This design comes from an exercise in tuning for small area, a short achievable clock period and few clock cycles on the open sky130 flow, not from production work.
In this exercise RTL edits were held to simulation tests only and were not proved equivalent to the original.

## flow/design.v (module list and top-level ports; edited modules follow where they fit)
// module associative_memory: 280 lines
// module am_pn_a: 2463 lines
// module am_pn_b: 303 lines
// module am_pn_c: 66 lines
// module am_pu_a: 1816 lines
// module am_pu_b: 713 lines
// module am_pu_c: 96 lines
// module am_fa: 4 lines
module associative_memory
(
	input Clk_CI, Reset_RI,
	input ValidIn_SI, ReadyIn_SI,
	output ReadyOut_SO, ValidOut_SO,
	input [2-1:0] ModeIn_SI,
	input [5-1:0] LabelIn_DI,
	input [0:1000-1] HypervectorIn_DI,
	output [5-1:0] LabelOut_DO,
	output [10-1:0] DistanceOut_DO
);
  // ...
==> flow/flow/run.sh <==
#!/bin/bash
# Layout flow: the standard flow (standard.sh, all steps from synthesis to
# the final layout, with flow/config.mk's settings), changed in two ways:
#  - timing repair aims for 9 ns of setup slack on the 13.5 ns clock, so that
#    the repair steps keep working on paths longer than 4.5 ns;
#  - every port gets a sky130_fd_sc_hd__buf_2 buffer.
# The clock period, the constraints and everything else are the standard flow's.
# make's output goes to run_standard.log; each ORFS step logs under orfs/logs/.
set -euo pipefail
bash standard.sh SETUP_SLACK_MARGIN=9 "BUFFER_PORTS_ARGS=-buffer_cell sky130_fd_sc_hd__buf_2" finish > run_standard.log 2>&1
==> flow/standard.sh <==
#!/bin/bash
# synth_recipe.tcl (not shown) runs the flow's synth.tcl, then flattens the netlist and writes it again
# the make line also repeats each setting of config.mk as NAME=value (left out here)
make -C /OpenROAD-flow-scripts/flow DESIGN_CONFIG=/design/flow/config.mk WORK_HOME=/design/flow/orfs CLKGATE_MAP_FILE= SYNTH_SCRIPT=/design/flow/synth_recipe.tcl "${@:-finish}"
==> flow/config.mk <==
export PLATFORM = sky130hd
export DESIGN_NAME = associative_memory
export DESIGN_NICKNAME = associative_memory
export VERILOG_FILES = /design/flow/design.v
export SDC_FILE = /design/flow/constraint.sdc
export NUM_CORES = 8
export LEC_CHECK = 0
export CAP_MARGIN = 40
export CORE_MARGIN = 2
export CORE_UTILIZATION = 55
export CTS_CLUSTER_DIAMETER = 80
export CTS_CLUSTER_SIZE = 24
export SLEW_MARGIN = 40
export SYNTH_HIERARCHICAL = 1
export TNS_END_PERCENT = 100
==> flow/constraint.sdc <==
create_clock -name core_clock -period 13.5 [get_ports {Clk_CI}]
set_input_delay 2.7000 -clock core_clock [delete_from_list [all_inputs] [get_ports {Clk_CI}]]
set_output_delay 2.7000 -clock core_clock [all_outputs]
set_load 0.01 [all_outputs]
==> flow_summary.toml, run 1 <==
[critical_path]
worstPathRequired_ps = 14660
crit_path_end = "Part1_DP[5][22]"
crit_top_cell = "fa_1"
cp_slowest_cell = "fa_1"

[floorplan]
io_pins = 1028
die_y_um = 1233
nWellTaps = 20158
dieArea_um2 = 1521000

[cts]
cts_tree = "done"
cts_buffers = 878
hold_buffers = 0
clkLatencyLatePin_ps = 1350
clkTransAtPathRegs_ps = 100
clock-sinks = 17073
cts_buffer_depth = 5

[synthesis]
synthesis.nets = 64126
synth.avg_cell_area_um2 = 17.05
synthCells = 48738
synth_commonest_cells = "fa_1 (13921), nand2_1 (13667), edfxtp_1 (13235)"
synth_adder_area_share_pct = 34.23
synthSimpleGateAreaFrac_pct = 6.748
synth_edf_count = 13235

[flow_run]
maxCapViolations = 0

[global_routing]
grt_overflow = 0
use_met2_pct = 54.65
antenna_found_initial = 381
grtUsageTotal_pct = 37.95

[layout]
multi_input_area_share_pct = 39.39
layout.cells.non_filler = 72489
largestClassByArea = "registers"
n_all_buffers = 1391
num_antenna_cells = 818

[detailed_routing]
dr_wl_met2_um = 1244000
firstDrtPassIters = 9
remaining_drc_errors = 0

[run_status]
status = "timing/DRC/antenna clean"

[sta]
setup_viol = 0
drv_slew = 0
whs_ps = 407.1

[placement]
placedCellCount = 69978
post-place-ws_ps = 7592
Testbench counts, summed over its fixed seeds: cycles 1,112.
==> module associative_memory, before the edit <==
module associative_memory
(
	input Clk_CI, Reset_RI,
	input ValidIn_SI, ReadyIn_SI,
	output ReadyOut_SO, ValidOut_SO,
	input [2-1:0] ModeIn_SI,
	input [5-1:0] LabelIn_DI,
	input [0:1000-1] HypervectorIn_DI,
	output [5-1:0] LabelOut_DO,
	output [10-1:0] DistanceOut_DO
);
localparam D = 1000;
localparam NC = 13;
localparam LW = 5;
localparam DW = 10;
localparam KW = DW + 2;          
localparam FD = 7;               
localparam [0:D-1] BIT_SELECT = 1000'b1111101100001010001101000111001110100111111010110010010010010000100111111000111010011100010110101001010100010101001001000100010011000100001011111100010000010011001100010101011010100011010010011010010100001001110101011100111001101111100101000100000100100001000011010000011010000111000011000111101101100010011100111001000111001101001000000100010111000111111010001001011000001101110001001111101010001100010111001111111011111000101100000010000100100001001010111110111001010011000111100101100011010101100110001000001011100110001101101000000111100100111100000001010000110110111011111010001111100101101101110110011010001100011010101001111011011001000011111101011001111001100001101101010100100110100111100111101110101011101101010110100111010110000100000000010010000000000001111011111010000110011110110111011100111100000111000110000100110111000100001111111011110101111100110100110111010111111111010101111001100100101110101111110111110100001000110001110010100010011000000110011110001110101111100111100011011101;
localparam UOFF = 22;
localparam KOFF = 4;
integer j;
genvar i, m;
reg Ready_SP;
reg [2:0] Outst_SP;              
reg [FD-1:0] FifoV_SP;
reg [LW-1:0] FifoL_SP [0:FD-1];
reg [DW-1:0] FifoD_SP [0:FD-1];
wire Accept_S  = ValidIn_SI & Ready_SP;
wire AccPred_S = Accept_S & (ModeIn_SI == 2'b00);
wire Pop_S     = FifoV_SP[0] & ReadyIn_SI;    
wire [2:0] OutstN_S = Outst_SP + {2'b0, AccPred_S} - {2'b0, Pop_S};
always @(posedge Clk_CI) begin
	if (Reset_RI) begin
		Outst_SP <= 3'd0;
		Ready_SP <= 1'b1;
	end else begin
		Outst_SP <= OutstN_S;
		Ready_SP <= (OutstN_S < FD);
	end
end
assign ReadyOut_SO = Ready_SP;
reg [0:D-1] Query_DP;
reg [LW-1:0] LabelIn_DP;
reg UpdMode_SP;
reg Shift_SP, Pred_SP;
always @(posedge Clk_CI) begin
	Query_DP   <= HypervectorIn_DI;
	LabelIn_DP <= LabelIn_DI;
	UpdMode_SP <= ModeIn_SI[1];
end
always @(posedge Clk_CI) begin
	if (Reset_RI) begin
		Shift_SP <= 1'b0;
		Pred_SP  <= 1'b0;
	end else begin
		Shift_SP <= Accept_S & ModeIn_SI[0];
		Pred_SP  <= AccPred_S;
	end
end
localparam NL = NC + 2;
reg [0:D-1] Mem_DP [0:NC-1];
reg [LW-1:0] Lab_DP [0:NL-1];
reg [NC:0] Valid_SP;
wire UseOld_S = UpdMode_SP & Valid_SP[NC-1];
wire [0:D-1] NewEntry_D = (Query_DP & (BIT_SELECT | {D{~UpdMode_SP}}))
                        | (Mem_DP[NC-1] & ~BIT_SELECT & {D{UseOld_S}});
always @(posedge Clk_CI) begin
	if (Shift_SP) begin
		Mem_DP[0] <= NewEntry_D;
		for (j = 1; j < NC; j = j + 1) Mem_DP[j] <= Mem_DP[j-1];
	end
end
always @(posedge Clk_CI) begin
	if (Reset_RI) begin
		for (j = 0; j < NL; j = j + 1) Lab_DP[j] <= {LW{1'b0}};
		Valid_SP <= {(NC+1){1'b0}};
	end else if (Shift_SP) begin
		Lab_DP[0] <= LabelIn_DP;
		for (j = 1; j < NL; j = j + 1) Lab_DP[j] <= Lab_DP[j-1];
		Valid_SP <= {Valid_SP[NC-1:0], 1'b1};
	end
end
localparam UW1 = 297;
localparam UW2 = 45;
wire [UW1-1:0] UPart1_D;
reg  [UW1-1:0] UPart1_DP;
wire [UW2-1:0] UPart2_D;
reg  [UW2-1:0] UPart2_DP;
wire [DW-1:0] UCnt_D;
am_pu_a u_ua (.x(NewEntry_D), .m(UPart1_D));
am_pu_b u_ub (.mi(UPart1_DP), .m(UPart2_D));
am_pu_c u_uc (.mi(UPart2_DP), .cnt(UCnt_D));
always @(posedge Clk_CI) begin
	UPart1_DP <= UPart1_D;
	UPart2_DP <= UPart2_D;
end
reg Shift2_SP, Shift3_SP;
reg [DW-1:0] Weight_DP [0:NC-1];
always @(posedge Clk_CI) begin
	Shift2_SP <= Shift_SP;
	Shift3_SP <= Shift2_SP;
end
always @(posedge Clk_CI) begin
	if (Shift3_SP) begin
		Weight_DP[0] <= UCnt_D;
		for (j = 1; j < NC; j = j + 1) Weight_DP[j] <= Weight_DP[j-1];
	end
end
localparam PW1 = 135;         
localparam PW2 = 26;         
wire [PW1-1:0] Part1_D [0:NC-1];
reg  [PW1-1:0] Part1_DP [0:NC-1];
wire [PW2-1:0] Part2_D [0:NC-1];
reg  [PW2-1:0] Part2_DP [0:NC-1];
wire [KW-1:0] Key_D [0:NC-1];
generate
	for (i = 0; i < NC; i = i + 1) begin : g_pc
		am_pn_a u_a (.e(Mem_DP[i]), .q(Query_DP), .m(Part1_D[i]));
		am_pn_b u_b (.mi(Part1_DP[i]), .m(Part2_D[i]));
		am_pn_c u_c (.mi(Part2_DP[i]), .pe(Weight_DP[i]), .cnt(Key_D[i]));
	end
endgenerate
always @(posedge Clk_CI) begin
	for (j = 0; j < NC; j = j + 1) begin
		Part1_DP[j] <= Part1_D[j];
		Part2_DP[j] <= Part2_D[j];
	end
end
reg S1V_SP, S2V_SP, S3V_SP;
wire [NC-1:0] S2Valid_S = Shift2_SP ? Valid_SP[NC:1] : Valid_SP[NC-1:0];
wire [LW-1:0] S3Lab_D [0:NC-1];
generate
	for (i = 0; i < NC; i = i + 1) begin : g_lab
		assign S3Lab_D[i] = (Shift2_SP & Shift3_SP) ? Lab_DP[i+2] :
		                    (Shift2_SP | Shift3_SP) ? Lab_DP[i+1] : Lab_DP[i];
	end
endgenerate
reg [KW-1:0] S3Key_DP [0:NC-1];
reg [DW-1:0] S3Pq_DP;
always @(posedge Clk_CI) begin
	if (Reset_RI) begin
		S1V_SP <= 1'b0;
		S2V_SP <= 1'b0;
		S3V_SP <= 1'b0;
	end else begin
		S1V_SP <= Pred_SP;
		S2V_SP <= S1V_SP;
		S3V_SP <= S2V_SP;
	end
end
always @(posedge Clk_CI) begin
	S3Pq_DP <= UCnt_D;
	for (j = 0; j < NC-1; j = j + 1)
		S3Key_DP[j] <= Key_D[j] | {KW{~S2Valid_S[j]}};
	S3Key_DP[NC-1] <= S2Valid_S[NC-1] ? Key_D[NC-1] : 2 * D + UOFF + KOFF;
end
localparam NG = 4;
localparam [5*(NG+1)-1:0] GSTART = {5'd13, 5'd9, 5'd6, 5'd3, 5'd0};
wire [DW-1:0] Dist_D [0:NC-1];
generate
	for (i = 0; i < NC; i = i + 1) begin : g_dist
		assign Dist_D[i] = S3Key_DP[i][DW-1:0] + S3Pq_DP;
	end
endgenerate
reg S4V_SP;
reg [KW-1:0] GKey_DP [0:NG-1];
reg [DW-1:0] GDist_DP [0:NG-1];
reg [LW-1:0] GLab_DP [0:NG-1];
genvar g;
generate
	for (g = 0; g < NG; g = g + 1) begin : g_grp
		localparam integer LO = GSTART[5*g +: 5];
		localparam integer HI = GSTART[5*(g+1) +: 5];
		wire [NC-1:0] win;
		for (i = 0; i < NC; i = i + 1) begin : g_w
			if (i < LO || i >= HI) begin : g_out
				assign win[i] = 1'b0;
			end else begin : g_in
				wire [NC-1:0] beats;
				for (m = 0; m < NC; m = m + 1) begin : g_b
					if (m == i || m < LO || m >= HI) assign beats[m] = 1'b1;
					else if (m < i) assign beats[m] = (S3Key_DP[i] <= S3Key_DP[m]);
					else assign beats[m] = (S3Key_DP[i] < S3Key_DP[m]);
				end
				assign win[i] = &beats;
			end
		end
		reg [KW-1:0] k;
		reg [DW-1:0] d;
		reg [LW-1:0] l;
		always @(*) begin
			k = {KW{1'b0}};
			d = {DW{1'b0}};
			l = {LW{1'b0}};
			for (j = LO; j < HI; j = j + 1) begin
				k = k | (S3Key_DP[j] & {KW{win[j]}});
				d = d | (Dist_D[j] & {DW{win[j]}});
				l = l | (S3Lab_D[j] & {LW{win[j]}});
			end
		end
		always @(posedge Clk_CI) begin
			GKey_DP[g] <= k;
			GDist_DP[g] <= d;
			GLab_DP[g] <= l;
		end
	end
endgenerate
always @(posedge Clk_CI) begin
	if (Reset_RI)
		S4V_SP <= 1'b0;
	else
		S4V_SP <= S3V_SP;
end
wire [NG-1:0] Win_S;
generate
	for (i = 0; i < NG; i = i + 1) begin : g_gwin
		wire [NG-1:0] beats;
		for (m = 0; m < NG; m = m + 1) begin : g_b
			if (m == i) assign beats[m] = 1'b1;
			else if (m < i) assign beats[m] = (GKey_DP[i] <= GKey_DP[m]);
			else assign beats[m] = (GKey_DP[i] < GKey_DP[m]);
		end
		assign Win_S[i] = &beats;
	end
endgenerate
reg [LW-1:0] ResL_D;
reg [DW-1:0] ResD_D;
always @(*) begin
	ResL_D = {LW{1'b0}};
	ResD_D = {DW{1'b0}};
	for (j = 0; j < NG; j = j + 1) begin
		ResL_D = ResL_D | (GLab_DP[j] & {LW{Win_S[j]}});
		ResD_D = ResD_D | (GDist_DP[j] & {DW{Win_S[j]}});
	end
end
reg [FD-1:0] ShV_S;
reg [FD-1:0] Wr_S;
always @(*) begin
	ShV_S = Pop_S ? {1'b0, FifoV_SP[FD-1:1]} : FifoV_SP;
	for (j = 0; j < FD; j = j + 1)
		Wr_S[j] = S4V_SP & ~ShV_S[j] & ((j == 0) ? 1'b1 : ShV_S[j-1]);
end
always @(posedge Clk_CI) begin
	if (Reset_RI)
		FifoV_SP <= {FD{1'b0}};
	else
		FifoV_SP <= ShV_S | Wr_S;
end
reg OutV_SP;
reg [LW-1:0] OutL_DP;
reg [DW-1:0] OutD_DP;
wire [LW-1:0] HeadL_D = Pop_S ? (Wr_S[0] ? ResL_D : FifoL_SP[1]) : (Wr_S[0] ? ResL_D : FifoL_SP[0]);
wire [DW-1:0] HeadD_D = Pop_S ? (Wr_S[0] ? ResD_D : FifoD_SP[1]) : (Wr_S[0] ? ResD_D : FifoD_SP[0]);
always @(posedge Clk_CI) begin
	if (Reset_RI)
		OutV_SP <= 1'b0;
	else
		OutV_SP <= ShV_S[0] | Wr_S[0];
	OutL_DP <= HeadL_D;
	OutD_DP <= HeadD_D;
end
generate
	for (i = 0; i < FD; i = i + 1) begin : g_fifo
		wire [LW-1:0] nl = (i == FD-1) ? {LW{1'b0}} : FifoL_SP[(i == FD-1) ? i : i+1];
		wire [DW-1:0] nd = (i == FD-1) ? {DW{1'b0}} : FifoD_SP[(i == FD-1) ? i : i+1];
		always @(posedge Clk_CI) begin
			if (Wr_S[i]) begin
				FifoL_SP[i] <= ResL_D;
				FifoD_SP[i] <= ResD_D;
			end else if (Pop_S) begin
				FifoL_SP[i] <= nl;
				FifoD_SP[i] <= nd;
			end
		end
	end
endgenerate
assign ValidOut_SO = OutV_SP;
assign LabelOut_DO = OutL_DP;
assign DistanceOut_DO = OutD_DP;
endmodule
==> run 2, diff against run 1 <==
--- a/flow/design.v
+++ b/flow/design.v
@@ -163,7 +163,7 @@
 	end
 endgenerate
 reg S4V_SP;
-reg [KW-1:0] GKey_DP [0:NG-1];
+reg [NG-1:0] GInv_DP;           
 reg [DW-1:0] GDist_DP [0:NG-1];
 reg [LW-1:0] GLab_DP [0:NG-1];
 genvar g;
@@ -199,7 +199,7 @@
 			end
 		end
 		always @(posedge Clk_CI) begin
-			GKey_DP[g] <= k;
+			GInv_DP[g] <= &k;
 			GDist_DP[g] <= d;
 			GLab_DP[g] <= l;
 		end
@@ -217,8 +217,8 @@
 		wire [NG-1:0] beats;
 		for (m = 0; m < NG; m = m + 1) begin : g_b
 			if (m == i) assign beats[m] = 1'b1;
-			else if (m < i) assign beats[m] = (GKey_DP[i] <= GKey_DP[m]);
-			else assign beats[m] = (GKey_DP[i] < GKey_DP[m]);
+			else if (m < i) assign beats[m] = ({GInv_DP[i], GDist_DP[i]} <= {GInv_DP[m], GDist_DP[m]});
+			else assign beats[m] = ({GInv_DP[i], GDist_DP[i]} < {GInv_DP[m], GDist_DP[m]});
 		end
 		assign Win_S[i] = &beats;
 	end
==> run 2 against run 1 <==
Against the previous run:
- non-clock buffer count fell by 22
- via count fell by 0.40%
- clock skew rose by 11 ps
- critical endpoint is now Part1_DP[11][113]
==> flow_summary.toml, run 2 <==
[run_status]
status = "timing/DRC/antenna clean"

[synthesis]
synth.area.top_cells = "edfxtp_1 (48%), fa_1 (34%), dfxtp_1 (9.2%), nand2_1 (6.2%), ha_1 (0.68%)"
synth.area.mux_share_pct = 0.1245
synth_adder_area_share_pct = 34.29
synth_compound_area_share_pct = 1.134
synth-xor-area-share_pct = 0.2038
synth.avg_cell_area_um2 = 17.05
synth_seq_cells = 17029
synthFlopType = "edfxtp_1"
synthCells = 48637
ys_types = 78
synthSimpleGateAreaFrac_pct = 6.677
yosysSeqAreaShare_pct = 57.09
yosys.area.top_type = "edfxtp_1"
synthArstFlopShare_pct = 0
synth_top_family_by_area = "adder cells"
synth_edf_count = 13235
synth_top_area_share_pct = 47.93
yosys_warnings = 27
synthesis.nets = 64019
synth_commonest_cells = "fa_1 (13921), nand2_1 (13692), edfxtp_1 (13235)"
synth.cell_area_um2 = 829200
synthMostInstantiatedCell = "fa_1"

[global_routing]
use_met2_pct = 54.97
grt_pass1_wl_um = 3783000
grt_max_degree = 183
met3_usage_pct = 12.66
grtUsageTotal_pct = 37.87
grt-busiest-layer = "met2"
grt.met1_usage_pct = 51.15
grt_pass1_vias = 448604
antenna_found_initial = 385
grt_overflow = 0

[sta]
finClkSkew_ps = 89.71
drv_slew = 0
grt_setup_unrepaired = "true"
finalCriticalPeriod_ps = 4559
whs_ps = 412.0
hold_viol = 0
setup_viol = 0
setup-tns-final_ps = 0
max_freq_mhz = 219.3
finalCritPeriodShare_pct = 33.77
slew_headroom_pct = 28.74
tightest_slew_ps = 1069
worst_slack_ps = 8941

[cts]
cts_buffer_depth = 5
cts_root_buf = "clkbuf_16"
ctsHtreeMaxLevel = 6
cts_tree = "done"
clkLatencyLatePin_ps = 1350
hold_buffers = 0
clock-sinks = 17029
clkTransAtPathRegs_ps = 90
cts_buffers = 868

[critical_path]
crit_top_cell = "fa_1"
crit_path_start_kind = "flip-flop"
crit_arrival_ps = 5660
crit_fanout = 15
max_stage_delay_ps = 950
criticalPathCategory = "flip-flop to flip-flop"
crit_chain = "nand2_1 > fa_1 > fa_1 > fa_1 > fa_1 > fa_1"
endpoint_kind = "flip-flop"
cp_slowest_cell = "fa_1"
worstPathRequired_ps = 14600

[floorplan]
rows = 451
start_util_pct = 55.08
dieArea_um2 = 1518000
fp.coreArea_um2 = 1506000
die_y_um = 1232
io_pins = 1028
die_w_um = 1232

[placement]
post-place-ws_ps = 7599
port_buffers = 1027
hpwlAfterDp_um = 2383000
place.gp.congestion = 1.106

[layout]
top_regs = "Mem_DP x13000, Part1_DP x1755, Query_DP x1000"
mostFrequentLayoutCells = "fa_1 (13857), nand2_1 (13689), edfxtp_1 (13235)"
largest_reg_flops = 13000
multi_input_area_um2 = 352100
drive_above_1_share_pct = 6.423
ff_latch_area_um2 = 473900
final_common_cell = "fa_1"
nets = 65992
largest_register = "Mem_DP"
area.growth.synth_to_final_pct = 7.711
n_fill_cell = 113204

[detailed_routing]
remaining_drc_errors = 0
vias = 427615
drt_wl_total_um = 2834000
wl_per_cell_um = 39.33
drt-initial-drc-count = 58815
vias_per_cell = 5.936
drtAntennaViolNets = 0
firstDrtPassIters = 9

[flow_run]
maxCapViolations = 0

[min_path]
hp-class = "flip-flop to flip-flop"
## run 2: cell count changes in the layout (fill, tap and decap cells not counted), moves of 27 or more
| cell | change |
|---|---|
| a31oi_1 | -104 |
| nor2_1 | -95 |
| diode_2 | -84 |
| a21oi_1 | +77 |
| dfxtp_2 | -66 |
| o21bai_1 | +47 |
| inv_1 | +46 |
| o21ai_1 | +39 |
| o221ai_1 | -34 |
| a221o_1 | -33 |
| a22oi_1 | +33 |
| nor3_1 | -31 |
| a21o_1 | +27 |
| a221oi_1 | +27 |
## run 2: kinds of logic after synthesis
kind of cell | after synthesis
AO/OA/AOI/OAI | 1489
XOR/XNOR | 193
adder cells (fa/ha/maj) | 14371
buffers and inverters | 1038
flip-flops | 17029
multiplexers | 103
AND/OR/NAND/NOR | 14414
## run 2: path summary, 6_finish.rpt
path	slack, ps	start	to	depth (start not counted)
hold reg to reg	410	Mem_DP[0][967]	Mem_DP[1][967]	0
setup / recovery	8940	Query_DP[913]	Part1_DP[11][113]	6
hold / removal	410	Mem_DP[0][967]	Mem_DP[1][967]	0
setup reg to reg	8940	Query_DP[913]	Part1_DP[11][113]	6
## run 2: metrics by stage
stage | area [µm²] | utilization (%) | cells
floorplan | 829200 | - | 48637
global placement | 860900 | 57.18 | 69616
detailed placement | 861900 | 57.25 | 69640
CTS | 890400 | 59.14 | 71290
global route | 892700 | 59.29 | 71856
finish | 893200 | 59.33 | 72043
## run 2: modules after synthesis (local to each module, per instance), a selection
module	flip-flops and latches	area (µm²)	cells inside	times used
am_fa	0	20.02	1	13907
am_pn_a	0	3754	1000	13
am_pn_c	0	295.3	36	13
am_pu_a	0	7.507	1	1
am_pu_c	0	275.3	35	1
associative_memory	17029	497900	21226	1
## run 2: what timing repair did
item                       4_1_cts  5_1_grt
resized for setup               66      107
setup buffers                   12        0
pin swaps                        1        0
cloned                           1        0
setup endpoints to repair      323       78
## run 2: cell type report
type | instances | area share [%]
inverter | 771 | 0.3240
clock inverter | 265 | 0.3223
antenna | 734 | 0.2056
multi-input combinational | 30571 | 39.42
sequential | 17029 | 53.05
clock buffer | 1372 | 2.830
timing repair buffer | 1369 | 1.052
tap | 19932 | 2.792
## run 2: worst max-delay path, delay by kind of cell, from the launching register on
| kind | cells | cell delay [ps] |
|---|---|---|
| adders and majority gates | 5 | 3290 |
| DFF | 1 | 850 |
| and+or+nand+nor | 1 | 160 |
## run 2: metal layers
layer | up-vias | share of wire, %
met3 | 3920 | 12
li1 | 167303 | -
met4 | 162 | 6.9
met2 | 23364 | 44
met1 | 232866 | 37
met5 | - | 0.049
Testbench counts of run 2, summed over its fixed seeds: cycles 1,112.
==> run 3, diff against run 2 <==
--- a/flow/config.mk
+++ b/flow/config.mk
@@ -7,9 +7,10 @@
 export LEC_CHECK = 0
 export CAP_MARGIN = 40
 export CORE_MARGIN = 2
-export CORE_UTILIZATION = 55
+export CORE_UTILIZATION = 65
 export CTS_CLUSTER_DIAMETER = 80
 export CTS_CLUSTER_SIZE = 24
+export PLACE_DENSITY = 0.7
 export SLEW_MARGIN = 40
 export SYNTH_HIERARCHICAL = 1
 export TNS_END_PERCENT = 100
==> run 3 against run 2 <==
Against the previous run:
- synthesized cell count is the same
- hold slack gained 7.1 ps
- count of clock-buffer cells in the layout grew 19
- register-to-register slack is essentially flat
- clock skew shrank 1.5 ps
- utilization grew 10 points
- critical path depth is the same
- fmax shrank 0.22%
- setup slack lost 10 ps
- area after synthesis is the same
==> flow_summary.toml, run 3 <==
[critical_path]
crit_top_cell = "fa_1"
crit_fanout = 14
criticalPathCategory = "flip-flop to flip-flop"
crit_path_start_kind = "flip-flop"
crit_chain = "nand2_1 > fa_1 > fa_1 > fa_1 > fa_1 > fa_1"
crit_arrival_ps = 5670
cp_slowest_cell = "fa_1"
max_stage_delay_ps = 1000
worstPathRequired_ps = 14600
endpoint_kind = "flip-flop"

[cts]
hold_buffers = 0
clkLatencyLatePin_ps = 1310
cts_root_buf = "clkbuf_16"
ctsHtreeMaxLevel = 6
clkTransAtPathRegs_ps = 100
clock-sinks = 17029
cts_buffers = 844
cts_tree = "done"
cts_buffer_depth = 5

[synthesis]
yosys.area.top_type = "edfxtp_1"
synth.cell_area_um2 = 829200
synth.avg_cell_area_um2 = 17.05
yosysSeqAreaShare_pct = 57.09
synth_top_area_share_pct = 47.93
synth_seq_cells = 17029
ys_types = 78
synth_edf_count = 13235
synthMostInstantiatedCell = "fa_1"
synth.area.top_cells = "edfxtp_1 (48%), fa_1 (34%), dfxtp_1 (9.2%), nand2_1 (6.2%), ha_1 (0.68%)"
synthCells = 48637
yosys_warnings = 27
synthFlopType = "edfxtp_1"
synth_commonest_cells = "fa_1 (13921), nand2_1 (13692), edfxtp_1 (13235)"
synthArstFlopShare_pct = 0
synthesis.nets = 64019

[global_routing]
antenna_found_initial = 348
grt_pass1_vias = 452965
grt_max_degree = 186
grt_overflow = 0
grtUsageTotal_pct = 42.93
grt_pass1_wl_um = 3652000

[detailed_routing]
vias_per_cell = 6.301
wl_per_cell_um = 39.21
remaining_drc_errors = 0
vias = 434249
drt-initial-drc-count = 66624
drt_wl_total_um = 2702000
drtAntennaViolNets = 0
firstDrtPassIters = 9

[sta]
setup_viol = 0
slew_headroom_pct = 18.18
max_freq_mhz = 218.8
tightest_slew_ps = 1226
whs_ps = 419.0
hold_viol = 0
setup-tns-final_ps = 0
finClkSkew_ps = 88.18
finalCritPeriodShare_pct = 33.85
drv_slew = 0
grt_setup_unrepaired = "false"
finalCriticalPeriod_ps = 4570

[floorplan]
io_pins = 1028
fp.coreArea_um2 = 1271000
rows = 414
dieArea_um2 = 1285000
die_y_um = 1133
die_w_um = 1133
start_util_pct = 65.23

[run_status]
status = "timing/DRC/antenna clean"

[flow_run]
maxCapViolations = 0

[layout]
area.growth.synth_to_final_pct = 7.035
mostFrequentLayoutCells = "fa_1 (13889), nand2_1 (13689), edfxtp_1 (13235)"
nets = 65910
largest_reg_flops = 13000
drive_above_1_share_pct = 5.948
largest_register = "Mem_DP"
ff_latch_area_um2 = 473800
top_regs = "Mem_DP x13000, Part1_DP x1755, Query_DP x1000"
final_common_cell = "fa_1"
n_fill_cell = 81318
multi_input_area_um2 = 352000

[min_path]
hp-class = "flip-flop to flip-flop"

[placement]
hpwlAfterDp_um = 2255000
port_buffers = 1027
place.gp.congestion = 1.130
==> run 3: cell types whose count changed in the layout (fill, tap and decap cells not counted), sizes merged <==
cell,delta
buf,-62
diode,+57
inv,-34
clkbuf,+23
clkinv,-17
bufinv,-8
clkinvlp,-5
and2,-1
bufbuf,+1
==> run 3: area by class of cell <==
class	count	share of cell area, %
sequential	17029	53.38
multi-input combinational	30570	39.66
clock buffer	1391	2.719
tap	16848	2.375
timing repair buffer	1312	1.041
inverter	771	0.3261
clock inverter	201	0.2746
antenna	791	0.2230
==> run 3: cell families (layout without fill, tap and decap cells) <==
| group | Yosys count | count (layout) | synth area share (%) |
|---|---|---|---|
| AOI/OAI and AO/OA | 1489 | 1489 | 1.134 |
| buffers and inverters | 1038 | 3675 | 0.4862 |
| xor gates and xnor gates | 193 | 193 | 0.2038 |
| and+or+nand+nor | 14414 | 14414 | 6.677 |
| other | 0 | 791 | 0 |
| DFF | 17029 | 17029 | 57.09 |
| muxes | 103 | 103 | 0.1245 |
| adders and majority gates | 14371 | 14371 | 34.29 |
==> run 3: per-stage QoR <==
stage	instance area (µm²)	worst slack [ps]	std cells	util, %
floorplan	829200	-81890	48637	-
global placement	856700	8034	66471	67.39
detailed placement	857500	8246	66493	67.46
CTS	884300	8955	68090	69.56
global route	887000	8984	68691	69.78
finish	887600	8930	68913	69.82
==> run 3: repair_timing <==
action | 4_1_cts | 5_1_grt
buffers inserted | 4 | 1
resized for setup | 40 | 146
endpoints found under the setup margin | 174 | 510
gates cloned | 1 | 3
pin swaps | 1 | 0
==> run 3: modules after synthesis, one instance, submodules excluded, a selection <==
module / copies in the design / flip-flops and latches / cell area, µm²
am_fa: 13907 / 0 / 20.02
am_pn_a: 13 / 0 / 3754
am_pn_c: 13 / 0 / 295.3
am_pu_a: 1 / 0 / 7.507
am_pu_c: 1 / 0 / 275.3
associative_memory: 1 / 17029 / 497900
==> run 3: final timing paths <==
kind                                startpoint         endpoint  slack, ps  cells after the start
worst min-delay path            Mem_DP[3][730]   Mem_DP[4][730]        420                      0
worst max-delay path             Query_DP[837]  Part1_DP[11][0]       8930                      6
worst max register to register   Query_DP[837]  Part1_DP[11][0]       8930                      6
worst min register to register  Mem_DP[3][730]   Mem_DP[4][730]        420                      0
==> run 3: routing by layer <==
layer	GRT usage, %	vias to the layer above	wire [µm]
met1	57.48	232356	927000
li1	-	167174	-
met3	16.77	4930	391000
met2	59.53	29665	1158000
met4	27.98	124	224600
met5	0.4114	-	1497
==> run 3: critical path, delay by kind of cell (launching register included) <==
family,cells,cell delay [ps]
simple gates,1,200
flops,1,840
fa+ha+maj,5,3350
==> run 4, diff against run 3 <==
--- a/flow/design.v
+++ b/flow/design.v
@@ -29,16 +29,19 @@
 wire AccPred_S = Accept_S & (ModeIn_SI == 2'b00);
 wire Pop_S     = FifoV_SP[0] & ReadyIn_SI;    
 wire [2:0] OutstN_S = Outst_SP + {2'b0, AccPred_S} - {2'b0, Pop_S};
+reg ReadyOut_SP;
 always @(posedge Clk_CI) begin
 	if (Reset_RI) begin
 		Outst_SP <= 3'd0;
 		Ready_SP <= 1'b1;
+		ReadyOut_SP <= 1'b1;
 	end else begin
 		Outst_SP <= OutstN_S;
 		Ready_SP <= (OutstN_S < FD);
+		ReadyOut_SP <= ~&OutstN_S;
 	end
 end
-assign ReadyOut_SO = Ready_SP;
+assign ReadyOut_SO = ReadyOut_SP;
 reg [0:D-1] Query_DP;
 reg [LW-1:0] LabelIn_DP;
 reg UpdMode_SP;
@@ -255,7 +258,7 @@
 	if (Reset_RI)
 		OutV_SP <= 1'b0;
 	else
-		OutV_SP <= ShV_S[0] | Wr_S[0];
+		OutV_SP <= ShV_S[0] | (|Wr_S);
 	OutL_DP <= HeadL_D;
 	OutD_DP <= HeadD_D;
 end
==> flow/flow/run.sh (replaced) <==
#!/bin/bash
# Layout flow: the standard flow (standard.sh, all steps from synthesis to
# the final layout, with flow/config.mk's settings), changed in two ways:
#  - timing repair aims for 9.25 ns of setup slack on the 13.5 ns clock, so that
#    the repair steps keep working on paths longer than 4.25 ns;
#  - every port gets a sky130_fd_sc_hd__buf_2 buffer.
# The clock period, the constraints and everything else are the standard flow's.
# make's output goes to run_standard.log; each ORFS step logs under orfs/logs/.
set -euo pipefail
bash standard.sh SETUP_SLACK_MARGIN=9.25 "BUFFER_PORTS_ARGS=-buffer_cell sky130_fd_sc_hd__buf_2" finish > run_standard.log 2>&1
--- a/flow/config.mk
+++ b/flow/config.mk
@@ -7,10 +7,9 @@
 export LEC_CHECK = 0
 export CAP_MARGIN = 40
 export CORE_MARGIN = 2
-export CORE_UTILIZATION = 65
+export CORE_UTILIZATION = 55
 export CTS_CLUSTER_DIAMETER = 80
 export CTS_CLUSTER_SIZE = 24
-export PLACE_DENSITY = 0.7
 export SLEW_MARGIN = 40
 export SYNTH_HIERARCHICAL = 1
 export TNS_END_PERCENT = 100
==> run 4 against run 3 <==
Against the previous run:
- first-iteration DRC count fell by 14%
- critical path depth fell by 5
- routed wire length increased by 5.0%
- design area grew 0.79%
- highest routed layer unchanged
- cell count increased by 4.8%
- sequential share of layout area fell by 0.36 points
- die area grew 18%
- hold slack worse by 22 ps
- fmax rose by 3.2%
- setup slack improved by 140 ps
==> flow_summary.toml, run 4 <==
[sta]
grt_setup_unrepaired = "true"
finalCriticalPeriod_ps = 4428
worst_slack_ps = 9072
setup-tns-final_ps = 0
tightest_slew_ps = 1005
max_freq_mhz = 225.8
slew_headroom_pct = 32.82
drv_slew = 0
finalCritPeriodShare_pct = 32.80
hold_viol = 0
setup_viol = 0
finClkSkew_ps = 92.90

[detailed_routing]
dr_wl_met2_um = 1246000
vias_per_cell = 5.932
drt_wl_total_um = 2838000
vias = 428281
top_layer = "met5"
drtAntennaViolNets = 0
drt-initial-drc-count = 57313
firstDrtPassIters = 9
wl_met3_um = 336100
remaining_drc_errors = 0
wl_per_cell_um = 39.31
wl_met1_um = 1054000

[min_path]
hp-class = "flip-flop to flip-flop"

[synthesis]
synth_edf_count = 13235
yosys.area.top_type = "edfxtp_1"
synthFlopType = "edfxtp_1"
synthCells = 48678
yosysSeqAreaShare_pct = 57.07
synth_top_family_by_area = "adder cells"
synth_top_area_share_pct = 47.91
synth_commonest_cells = "fa_1 (13921), nand2_1 (13689), edfxtp_1 (13235)"
synth.avg_cell_area_um2 = 17.04
synthSimpleGateAreaFrac_pct = 6.756
synthesis.nets = 64060
synthArstFlopShare_pct = 0
synth.cell_area_um2 = 829600
synthMostInstantiatedCell = "fa_1"
synth.area.mux_share_pct = 0.1318
yosys_warnings = 27
synth-xor-area-share_pct = 0.2038
synth.area.top_cells = "edfxtp_1 (48%), fa_1 (34%), dfxtp_1 (9.2%), nand2_1 (6.2%), ha_1 (0.68%)"
synth_compound_area_share_pct = 1.100
ys_types = 93
synth_adder_area_share_pct = 34.27
synth_seq_cells = 17031

[floorplan]
die_y_um = 1232
dieArea_um2 = 1518000
rows = 451
fp.coreArea_um2 = 1506000
start_util_pct = 55.08
die_w_um = 1232
io_pins = 1028

[critical_path]
cp_slowest_cell = "dfxtp_2"
worstPathRequired_ps = 10800
max_stage_delay_ps = 340
crit_fanout = 1
crit_path_start_kind = "flip-flop"
crit_arrival_ps = 1730
criticalPathCategory = "flip-flop to output port"
endpoint_kind = "output port"
path_buf_inv = 1
cp_top_family = "flip-flops"
crit_chain = "buf_6"

[cts]
cts_buffers = 869
clock-sinks = 17031
cts_buffer_depth = 5
hold_buffers = 0
ctsHtreeMaxLevel = 6
clkLatencyLatePin_ps = 1360
clkTransAtPathRegs_ps = 100
cts_root_buf = "clkbuf_16"
cts_tree = "done"

[layout]
mostFrequentLayoutCells = "fa_1 (13810), nand2_1 (13687), edfxtp_1 (13235)"
largest_register = "Mem_DP"
design_area_um2 = 894600
utilization_pct = 59.40
final_common_cell = "fa_1"
area.growth.synth_to_final_pct = 7.839
nets = 66044
top_regs = "Mem_DP x13000, Part1_DP x1755, Query_DP x1000"
drive_above_1_share_pct = 7.264
largest_reg_flops = 13000

[global_routing]
grtUsageTotal_pct = 37.88
grt_pass1_vias = 449574
grt_overflow = 0
antenna_found_initial = 381
grt_pass1_wl_um = 3789000
grt_max_degree = 183

[placement]
dpl-instance-area_um2 = 862400
port_buffers = 1027
post-place-ws_ps = 8032
hpwlAfterDp_um = 2380000
place.gp.congestion = 1.113

[run_status]
status = "timing/DRC/antenna clean"

[flow_run]
maxCapViolations = 0
==> run 4: changes by cell type after synthesis, sizes merged, moves of 19 or more <==
cell / change
nor3: +28
inv: -41
or3: +25
a21o: -26
a221oi: -27
nand4: +60
nand3: +22
a22o: -21
o22ai: +34
nor2: -19
==> run 4: through the flow <==
step	hold WS [ps]	cells
3_3_place_gp	427.6	69664
3_5_place_dp	425.6	69689
6_report	396.8	72200
2_1_floorplan	329.0	48678
4_1_cts	412.1	71324
5_1_grt	423.0	71968
==> run 4: worst paths after layout <==
| path | start | to | slack, ps | cells after the start |
|---|---|---|---|---|
| worst max-delay path | ReadyOut_SP | ReadyOut_SO | 9070 | 1 |
| worst max register to register | Part1_DP[8][28] | Part2_DP[8][3] | 9090 | 5 |
| worst min-delay path | Mem_DP[2][164] | Mem_DP[3][164] | 400 | 0 |
| worst min register to register | Mem_DP[2][164] | Mem_DP[3][164] | 400 | 0 |
==> run 4: cell type report <==
class	instances	area, µm²
Fill cell	113109	611500
Multi-Input combinational cell	30653	352700
Sequential cell	17031	474400
Clock inverter	275	2922
Clock buffer	1353	25030
Antenna cell	849	2125
Inverter	730	2740
Timing Repair Buffer	1377	9762
Tap cell	19932	24940
==> run 4: layer usage <==
layer / vias up / track usage (%)
li1: 167847 / -
met4: 138 / 21.36
met3: 3986 / 13.11
met5: - / 0.5306
met2: 23315 / 54.68
met1: 232995 / 50.83
==> run 4: logic make-up after synthesis <==
kind of cell | count (synthesis)
buffers and inverters | 995
adders and majority gates | 14371
muxes | 109
xor gates and xnor gates | 193
and+or+nand+nor | 14525
DFF | 17031
AOI/OAI and AO/OA | 1454
==> run 4: repair_timing <==
action,4_1_cts,5_1_grt
pin swaps,1,0
hold endpoints to repair,0,0
setup buffers,4,0
resized for setup,444,237
setup endpoints to repair,959,764
cloned,3,5
==> run 4: Yosys stat by module (local to each module, per instance), a selection <==
| module | flip-flops and latches | cells | times used |
|---|---|---|---|
| associative_memory | 17031 | 21267 | 1 |
| am_fa | 0 | 1 | 13907 |
| am_pn_c | 0 | 36 | 13 |
| am_pu_c | 0 | 35 | 1 |
| am_pu_a | 0 | 1 | 1 |
| am_pn_a | 0 | 1000 | 13 |
Testbench counts of run 4, summed over its fixed seeds: cycles 1,112.
==> run 5, diff against run 4 <==
--- a/flow/design.v
+++ b/flow/design.v
@@ -175,6 +175,10 @@
 		localparam integer LO = GSTART[5*g +: 5];
 		localparam integer HI = GSTART[5*(g+1) +: 5];
 		wire [NC-1:0] win;
+		wire [HI-LO-1:0] inv;
+		for (i = LO; i < HI; i = i + 1) begin : g_inv
+			assign inv[i-LO] = &S3Key_DP[i];
+		end
 		for (i = 0; i < NC; i = i + 1) begin : g_w
 			if (i < LO || i >= HI) begin : g_out
 				assign win[i] = 1'b0;
@@ -202,7 +206,7 @@
 			end
 		end
 		always @(posedge Clk_CI) begin
-			GInv_DP[g] <= &k;
+			GInv_DP[g] <= &inv;
 			GDist_DP[g] <= d;
 			GLab_DP[g] <= l;
 		end
==> run 5 against run 4 <==
Against the previous run:
- still clean on timing, DRC and antenna
- flip-flop and latch count unchanged
- register-to-register slack better by 30 ps
- critical endpoint is now DistanceOut_DO[2]
- largest cell class unchanged
- highest routed layer unchanged
==> flow_summary.toml, run 5 <==
[detailed_routing]
drt-initial-drc-count = 58685
vias_per_cell = 5.949
drt_wl_total_um = 2847000
wl_per_cell_um = 39.52
remaining_drc_errors = 0
firstDrtPassIters = 10
vias = 428495
drtAntennaViolNets = 0

[cts]
cts_tree = "done"
clkLatencyLatePin_ps = 1350
cts_buffers = 872
clock-sinks = 17031
cts_buffer_depth = 5
ctsHtreeMaxLevel = 6
hold_buffers = 0
cts_root_buf = "clkbuf_16"
clkTransAtPathRegs_ps = 100

[sta]
drv_slew = 0
finalCriticalPeriod_ps = 4443
hold_viol = 0
finalCritPeriodShare_pct = 32.91
finClkSkew_ps = 77.72
max_freq_mhz = 225.1
worst_slack_ps = 9057
slew_headroom_pct = 28.60
setup-tns-final_ps = 0
tightest_slew_ps = 1068
grt_setup_unrepaired = "true"
setup_viol = 0

[critical_path]
max_stage_delay_ps = 340
crit_fanout = 1
cp_slowest_cell = "dfxtp_2"
cp-startpoint = "OutD_DP[2]"
path_buf_inv = 1
worstPathRequired_ps = 10800
reg2reg_from = "UPart1_DP[33]"
crit_chain = "buf_6"
criticalPathCategory = "flip-flop to output port"
endpoint_kind = "output port"
crit_path_start_kind = "flip-flop"
crit_arrival_ps = 1740
cp_top_family = "flip-flops"

[synthesis]
synthesis.nets = 63942
ys_types = 83
yosys.area.top_type = "edfxtp_1"
yosys_warnings = 27
synth_top_area_share_pct = 47.95
synthMostInstantiatedCell = "fa_1"
synth.cell_area_um2 = 828800
synthFlopType = "edfxtp_1"
synthArstFlopShare_pct = 0
synth_commonest_cells = "fa_1 (13921), nand2_1 (13707), edfxtp_1 (13235)"
synth_seq_cells = 17031
yosysSeqAreaShare_pct = 57.12
synth.area.top_cells = "edfxtp_1 (48%), fa_1 (34%), dfxtp_1 (9.2%), nand2_1 (6.2%), ha_1 (0.68%)"
synthCells = 48560
synth_edf_count = 13235
synth.avg_cell_area_um2 = 17.07

[flow_run]
maxCapViolations = 0

[placement]
hpwlAfterDp_um = 2389000
place.gp.congestion = 1.126
post-place-ws_ps = 7484
port_buffers = 1027

[layout]
largest_reg_flops = 13000
utilization_pct = 59.40
mostFrequentLayoutCells = "fa_1 (13793), nand2_1 (13706), edfxtp_1 (13235)"
top_regs = "Mem_DP x13000, Part1_DP x1755, Query_DP x1000"
final_common_cell = "fa_1"
nets = 65929
drive_above_1_share_pct = 7.495
area.growth.synth_to_final_pct = 7.889
n_fill_cell = 113033
largest_register = "Mem_DP"

[min_path]
hold_start = "Mem_DP[5][594]"
hp-class = "flip-flop to flip-flop"

[floorplan]
start_util_pct = 55.05
die_w_um = 1232
rows = 451
fp.coreArea_um2 = 1506000
die_y_um = 1232
io_pins = 1028
dieArea_um2 = 1517000

[global_routing]
antenna_found_initial = 387
grt_overflow = 0
grt_pass1_wl_um = 3808000
grt_max_degree = 170
grt_pass1_vias = 449215
grtUsageTotal_pct = 38.08

[run_status]
status = "timing/DRC/antenna clean"
[run 5: cell types whose count changed in the layout (fill, tap and decap cells not counted), sizes merged, moves of 30 or more]
cell    before   now
diode      849   769
nor2       229   295
a21oi      284   242
clkbuf    1360  1399
nand3       88    49
o21bai      35     5
[run 5: metal layers]
| layer | track usage (%) | vias up | part of all wire [%] |
|---|---|---|---|
| li1 | - | 167173 | - |
| met1 | 52.03 | 233953 | 37 |
| met2 | 54.94 | 23472 | 44 |
| met3 | 12.34 | 3747 | 12 |
| met4 | 20.80 | 150 | 6.9 |
| met5 | 0.7054 | - | 0.094 |
[run 5: cell families after synthesis]
| group | Yosys count | synth area share [%] |
|---|---|---|
| flops | 17031 | 57.12 |
| simple gates | 14520 | 6.737 |
| fa+ha+maj | 14371 | 34.30 |
| compound gates | 1385 | 1.065 |
| buf+inv | 961 | 0.4514 |
| xor+xnor | 191 | 0.2018 |
| mux | 101 | 0.1220 |
[run 5: timing repair]
item / in CTS / in global routing
gates resized for setup: 603 / 185
cloned: 1 / 1
endpoints found under the hold margin: 0 / 0
pin swaps: 1 / 1
setup buffers: 7 / 0
setup endpoints to repair: 870 / 309
[run 5: stage by stage]
step           instance area [µm²]  instances  hold slack [ps]
6_report                    894200      72027            418.5
5_1_grt                     893700      71805            441.3
4_1_cts                     891200      71236            420.0
3_5_place_dp                861700      69575            420.4
3_3_place_gp                860400      69537            420.4
2_1_floorplan               828800      48560            329.0
[run 5: path summary, 6_finish.rpt]
kind / slack [ps] / depth (start not counted) / endpoint
min: 420 / 0 / Mem_DP[6][594]
min reg2reg: 420 / 0 / Mem_DP[6][594]
max: 9060 / 1 / DistanceOut_DO[2]
max reg2reg: 9120 / 5 / UPart2_DP[2]
[run 5: area by class of cell]
cell class,instances,area (µm²),share of cell area [%]
timing repair buffer,1361,9540,1.067
tap,19932,24940,2.789
clock buffer,1385,25540,2.856
clock inverter,268,3014,0.3371
multi-input combinational,30569,352100,39.38
antenna,769,1924,0.2152
sequential,17031,474500,53.06
inverter,712,2673,0.2989
[run 5: per-module statistics from Yosys (local to each module, per instance), excerpt]
| module | copies in the design | flops+latches |
|---|---|---|
| associative_memory | 1 | 17031 |
| am_pu_c | 1 | 0 |
| am_pu_a | 1 | 0 |
| am_fa | 13907 | 0 |
| am_pn_a | 13 | 0 |
| am_pn_c | 13 | 0 |
Testbench counts of run 5, summed over its fixed seeds: cycles 1,112.
==> run 6, diff against run 5 <==
==> flow/flow/run.sh (replaced) <==
#!/bin/bash
# Layout flow: the standard flow (standard.sh, all steps from synthesis to
# the final layout, with flow/config.mk's settings), changed in two ways:
#  - timing repair aims for 9.4 ns of setup slack on the 13.5 ns clock, so that
#    the repair steps keep working on paths longer than 4.1 ns;
#  - every port gets a sky130_fd_sc_hd__buf_2 buffer.
# The clock period, the constraints and everything else are the standard flow's.
# make's output goes to run_standard.log; each ORFS step logs under orfs/logs/.
set -euo pipefail
bash standard.sh SETUP_SLACK_MARGIN=9.4 "BUFFER_PORTS_ARGS=-buffer_cell sky130_fd_sc_hd__buf_2" finish > run_standard.log 2>&1
==> run 6 against run 5 <==
Against the previous run:
- setup slack got worse by 4.1 ps
- critical path depth unchanged
- flip-flop and latch count unchanged
- non-clock buffer count increased by 2
- clock skew increased by 0.69 ps
- area after synthesis unchanged
- via count about the same
- first-iteration DRC count about the same
==> flow_summary.toml, run 6 <==
[detailed_routing]
drtAntennaViolNets = 0
vias = 428468
drt-initial-drc-count = 58709
wl_per_cell_um = 39.48
drt_wl_total_um = 2847000
vias_per_cell = 5.942
remaining_drc_errors = 0
firstDrtPassIters = 9

[layout]
design_area_um2 = 895300
top_regs = "Mem_DP x13000, Part1_DP x1755, Query_DP x1000"
largest_reg_flops = 13000
nets = 65931
drive_above_1_share_pct = 7.974
n_fill_cell = 112914
ff_latch_area_um2 = 474900
area.growth.synth_to_final_pct = 8.015
mostFrequentLayoutCells = "nand2_1 (13706), fa_1 (13656), edfxtp_1 (13235)"
multi_input_area_um2 = 352500
final_common_cell = "nand2_1"
largest_register = "Mem_DP"

[global_routing]
grt-busiest-layer = "met2"
grt.met1_usage_pct = 51.91
antenna_found_initial = 375
met3_usage_pct = 12.47
grt_pass1_vias = 449320
grtUsageTotal_pct = 38.09
grt_pass1_wl_um = 3809000
use_met2_pct = 54.89
grt_overflow = 0
grt_max_degree = 170

[synthesis]
ys_types = 83
synthCells = 48560
yosys.area.top_type = "edfxtp_1"
yosys_warnings = 27
synth_seq_cells = 17031
synth.avg_cell_area_um2 = 17.07
synth_top_area_share_pct = 47.95
synth_commonest_cells = "fa_1 (13921), nand2_1 (13707), edfxtp_1 (13235)"
synthArstFlopShare_pct = 0
synth_edf_count = 13235
synth.area.top_cells = "edfxtp_1 (48%), fa_1 (34%), dfxtp_1 (9.2%), nand2_1 (6.2%), ha_1 (0.68%)"
synthFlopType = "edfxtp_1"
synthesis.nets = 63942
yosysSeqAreaShare_pct = 57.12
synthMostInstantiatedCell = "fa_1"
synth.cell_area_um2 = 828800

[cts]
clkTransAtPathRegs_ps = 100
cts_root_buf = "clkbuf_16"
cts_tree = "done"
cts_buffer_depth = 5
ctsHtreeMaxLevel = 6
hold_buffers = 0
clock-sinks = 17031
cts_buffers = 872
clkLatencyLatePin_ps = 1350

[critical_path]
path_buf_inv = 1
worstPathRequired_ps = 10800
crit_chain = "buf_6"
max_stage_delay_ps = 340
crit_fanout = 1
endpoint_kind = "output port"
cp_slowest_cell = "dfxtp_2"
criticalPathCategory = "flip-flop to output port"
cp_top_family = "flip-flops"
crit_path_start_kind = "flip-flop"
crit_arrival_ps = 1750

[floorplan]
io_pins = 1028
rows = 451
fp.coreArea_um2 = 1506000
start_util_pct = 55.05
die_w_um = 1232
die_y_um = 1232
dieArea_um2 = 1517000

[sta]
setup-tns-final_ps = 0
hold_viol = 0
slew_headroom_pct = 20.92
setup_viol = 0
max_freq_mhz = 224.9
finalCriticalPeriod_ps = 4447
finClkSkew_ps = 78.41
tightest_slew_ps = 1185
drv_slew = 0
grt_setup_unrepaired = "true"
finalCritPeriodShare_pct = 32.94

[placement]
dpl-instance-area_um2 = 861700
hpwlAfterDp_um = 2389000
place.gp.congestion = 1.126
port_buffers = 1027

[min_path]
hp-class = "flip-flop to flip-flop"

[flow_run]
maxCapViolations = 0

[run_status]
status = "timing/DRC/antenna clean"
## run 6: cell type report
cell class | count | share of cell area [%]
antenna | 848 | 0.2370
clock buffer | 1385 | 2.853
clock inverter | 268 | 0.3367
inverter | 712 | 0.2985
multi-input combinational | 30569 | 39.37
sequential | 17031 | 53.04
tap | 19932 | 2.786
timing repair buffer | 1363 | 1.077
## run 6: routing by layer
metal,part of all wire [%],wire (µm)
met4,7.0,198900
met2,44,1245000
met1,38,1068000
met5,0.070,1997
met3,12,333000
## run 6: final timing paths
| check | from | cells past startpoint | to | slack (ps) |
|---|---|---|---|---|
| max reg2reg | Part1_DP[9][89] | 5 | Part2_DP[9][5] | 9220 |
| min | Mem_DP[5][594] | 0 | Mem_DP[6][594] | 410 |
| max | OutD_DP[2] | 1 | DistanceOut_DO[2] | 9050 |
| min reg2reg | Mem_DP[5][594] | 0 | Mem_DP[6][594] | 410 |
## run 6: stage by stage
stage          hold slack, ps  instances  worst slack (ps)  utilization (%)
2_1_floorplan           329.0      48560            -81890                -
3_3_place_gp            420.4      69537              7564            57.15
3_5_place_dp            420.4      69575              7484            57.24
4_1_cts                 420.0      71236              8961            59.24
5_1_grt                 441.0      71842              9000            59.42
6_report                409.8      72108              9053            59.47
## run 6: repair_timing
| action | CTS | global route |
|---|---|---|
| buffers inserted | 7 | 0 |
| cloned | 1 | 1 |
| resized for setup | 923 | 241 |
| pin swaps | 6 | 13 |
| setup endpoints to repair | 1244 | 284 |
## run 6: per-module statistics from Yosys (local to each module, per instance), excerpt
module | cells inside | cell area (µm²) | times used | flops+latches
am_fa | 1 | 20.02 | 13907 | 0
am_pn_a | 1000 | 3754 | 13 | 0
am_pn_c | 36 | 295.3 | 13 | 0
am_pu_a | 1 | 7.507 | 1 | 0
am_pu_c | 35 | 275.3 | 1 | 0
associative_memory | 21149 | 497500 | 1 | 17031
## run 6: kinds of logic (layout without fill, tap and decap cells)
kind of cell    Yosys count  in the layout  synth area share (%)
mux                     101            101                0.1220
other cells               0            848                     0
compound gates         1385           1385                 1.065
flops                 17031          17031                 57.12
xor+xnor                191            191                0.2018
fa+ha+maj             14371          14371                 34.30
buf+inv                 961           3728                0.4514
simple gates          14520          14521                 6.737
==> run 7, diff against run 6 <==
--- a/flow/config.mk
+++ b/flow/config.mk
@@ -12,4 +12,4 @@
 export CTS_CLUSTER_SIZE = 24
 export SLEW_MARGIN = 40
 export SYNTH_HIERARCHICAL = 1
-export TNS_END_PERCENT = 100
+export TNS_END_PERCENT = 30
==> run 7 against run 6 <==
Against the previous run:
- highest routed layer unchanged
- largest cell class unchanged
- register-to-register slack worse by 100 ps
- still clean
- critical endpoint unchanged
- global-route usage barely moved
- clock skew fell by 1.8 ps
- die area did not move
- setup slack better by 6.0 ps
- synthesized cell count unchanged
==> flow_summary.toml, run 7 <==
[floorplan]
die_y_um = 1232
fp.coreArea_um2 = 1506000
die_w_um = 1232
io_pins = 1028
start_util_pct = 55.05
rows = 451
dieArea_um2 = 1517000

[global_routing]
grtUsageTotal_pct = 38.09
grt_pass1_vias = 449002
grt_overflow = 0
grt_max_degree = 170
grt_pass1_wl_um = 3809000
antenna_found_initial = 384

[min_path]
min_path_cells = 0
hold_start = "Mem_DP[5][594]"
worstHoldEndpoint = "Mem_DP[6][594]"
hp-class = "flip-flop to flip-flop"

[detailed_routing]
drtAntennaViolNets = 0
wl_per_cell_um = 39.49
drt_wl_total_um = 2847000
firstDrtPassIters = 10
vias_per_cell = 5.948
remaining_drc_errors = 0
drt-initial-drc-count = 58530
vias = 428789

[critical_path]
max_stage_delay_ps = 340
crit_fanout = 1
crit_chain = "buf_6"
cp_top_family = "flip-flops"
criticalPathCategory = "flip-flop to output port"
cp_slowest_cell = "dfxtp_2"
crit_arrival_ps = 1740
rr_endpoint = "UPart2_DP[32]"
endpoint_kind = "output port"
reg2regPathDepth = 5
rrSetupSlack_ps = 9120
worstPathRequired_ps = 10800
crit_path_start_kind = "flip-flop"
reg2reg_from = "UPart1_DP[285]"
path_buf_inv = 1

[cts]
cts_buffer_depth = 5
clkTransAtPathRegs_ps = 100
clock-sinks = 17031
ctsHtreeMaxLevel = 6
cts_root_buf = "clkbuf_16"
cts_tree = "done"
clkLatencyLatePin_ps = 1350
cts_buffers = 872

[synthesis]
synthCells = 48560
synthMostInstantiatedCell = "fa_1"
synth.avg_cell_area_um2 = 17.07
synth.cell_area_um2 = 828800
synthArstFlopShare_pct = 0
ys_types = 83
yosysSeqAreaShare_pct = 57.12
synth_top_area_share_pct = 47.95
yosys.area.top_type = "edfxtp_1"
synth.area.top_cells = "edfxtp_1 (48%), fa_1 (34%), dfxtp_1 (9.2%), nand2_1 (6.2%), ha_1 (0.68%)"
synth_commonest_cells = "fa_1 (13921), nand2_1 (13707), edfxtp_1 (13235)"
synthFlopType = "edfxtp_1"
synth_seq_cells = 17031
synth_edf_count = 13235
yosys_warnings = 27
synthesis.nets = 63942

[layout]
largest_register = "Mem_DP"
final_common_cell = "fa_1"
drive_above_1_share_pct = 7.785
largest_reg_flops = 13000
top_regs = "Mem_DP x13000, Part1_DP x1755, Query_DP x1000"
area.growth.synth_to_final_pct = 7.956
mostFrequentLayoutCells = "fa_1 (13735), nand2_1 (13706), edfxtp_1 (13235)"
utilization_pct = 59.43
nets = 65930
layout.cells.non_filler = 72090

[sta]
worst_slack_ps = 9059
slew_headroom_pct = 25.40
hold_viol = 0
grt_setup_unrepaired = "true"
setup_viol = 0
drv_slew = 0
max_freq_mhz = 225.2
setup-tns-final_ps = 0
finalCritPeriodShare_pct = 32.90
finalCriticalPeriod_ps = 4441
finClkSkew_ps = 76.59
tightest_slew_ps = 1118

[placement]
port_buffers = 1027
hpwlAfterDp_um = 2389000
placedCellCount = 69575
post-place-ws_ps = 7484
place.gp.congestion = 1.126

[run_status]
status = "timing/DRC/antenna clean"

[flow_run]
maxCapViolations = 0
run 7: Yosys stat by module, one instance, submodules excluded, excerpt:
| module | area [µm²] | cells inside | flops+latches | times used |
|---|---|---|---|---|
| associative_memory | 497500 | 21149 | 17031 | 1 |
| am_pn_a | 3754 | 1000 | 0 | 13 |
| am_pn_c | 295.3 | 36 | 0 | 13 |
| am_pu_c | 275.3 | 35 | 0 | 1 |
| am_fa | 20.02 | 1 | 0 | 13907 |
| am_pu_a | 7.507 | 1 | 0 | 1 |
run 7: area by class of cell:
class,instances,area (µm²)
fillers,113042,610700
well taps,19932,24940
multi-input cells,30569,352300
clock buffers,1385,25540
diodes,831,2079
flip-flops and latches,17031,474700
clock inverters,268,3014
inverters,712,2673
repair buffers,1362,9573
run 7: worst max path at each step:
stage               cells past startpoint           endpoint       start
floorplan                               0          Shift2_SP    Shift_SP
detailed placement                      9       UPart1_DP[2]  UpdMode_SP
global route                            1     LabelOut_DO[4]  OutL_DP[4]
finish                                  1  DistanceOut_DO[2]  OutD_DP[2]
CTS                                     1        ValidOut_SO     OutV_SP
global placement                        9       UPart1_DP[2]  UpdMode_SP
run 7: stage by stage:
step	instance area, µm²	hold slack (ps)
floorplan	828800	329.0
global placement	860400	420.4
detailed placement	861700	420.4
CTS	891300	420.0
global route	894200	441.2
finish	894800	422.8
run 7: cell families (layout without fill, tap and decap cells):
family                   count (synthesis)  after routing  synth area share [%]
XOR/XNOR                               191            191                0.2018
AO/OA/AOI/OAI                         1385           1385                 1.065
multiplexers                           101            101                0.1220
adder cells (fa/ha/maj)              14371          14371                 34.30
flip-flops                           17031          17031                 57.12
other                                    0            831                     0
buffers and inverters                  961           3727                0.4514
AND/OR/NAND/NOR                      14520          14521                 6.737
run 7: repair_timing:
action / in CTS / in global routing
gates resized for setup: 662 / 315
setup buffers: 7 / 0
hold buffers: 0 / 0
gates cloned: 1 / 1
pin swaps: 5 / 3
endpoints found under the setup margin: 1244 / 595
run 7: metal layers:
| metal | track usage, % | up-vias | wire [µm] |
|---|---|---|---|
| li1 | - | 167204 | - |
| met1 | 52.14 | 234137 | 1069000 |
| met2 | 55.02 | 23533 | 1246000 |
| met3 | 12.14 | 3757 | 332000 |
| met4 | 20.63 | 158 | 196400 |
| met5 | 1.249 | - | 3713 |

==> re-timing with driven ports <==
In the flow no input, the clock included, has a driving cell. The finished layouts below were timed again as built, in two steps.
Step 1: set_driving_cell puts a clkbuf_16 on Clk_CI and a buf_2 on each other input, an assumption about the parent block.
Step 2 moves the port delays by t, midway between the first and last clock arrival at a register: inputs arrive t later, outputs are due t later. That takes back most of the time a late clock gives input paths.
Three values: ideal, step 1, step 2; two values: the first two.
run | t, ns | setup slack, ns | hold slack, ns | clock arrival spread, ns | cell pins on the clock port's net
run 1 | 1.514 | 8.915 / 8.826 / 8.290 | 0.407 / 0.407 / 0.407 | 0.095 / 0.095 | 1
run 2 | 1.511 | 8.941 / 8.819 / 8.426 | 0.412 / 0.412 / 0.412 | 0.093 / 0.094 | 1
run 3 | 1.459 | 8.930 / 8.870 / 8.450 | 0.419 / 0.419 / 0.419 | 0.102 / 0.102 | 1
run 4 | 1.508 | 9.072 / 8.874 / 8.096 | 0.397 / 0.397 / 0.397 | 0.100 / 0.100 | 1
run 5 | 1.498 | 9.057 / 8.866 / 8.442 | 0.418 / 0.418 / 0.418 | 0.077 / 0.078 | 1
run 6 | 1.502 | 9.053 / 8.861 / 8.461 | 0.410 / 0.410 / 0.410 | 0.083 / 0.083 | 1
run 7 | 1.500 | 9.059 / 8.868 / 8.450 | 0.423 / 0.423 / 0.423 | 0.078 / 0.077 | 1
After both steps every run listed still meets setup and hold. The setup slack of run 4, which loses most, moves by -0.198 ns with the drivers and by -0.976 ns with both steps.
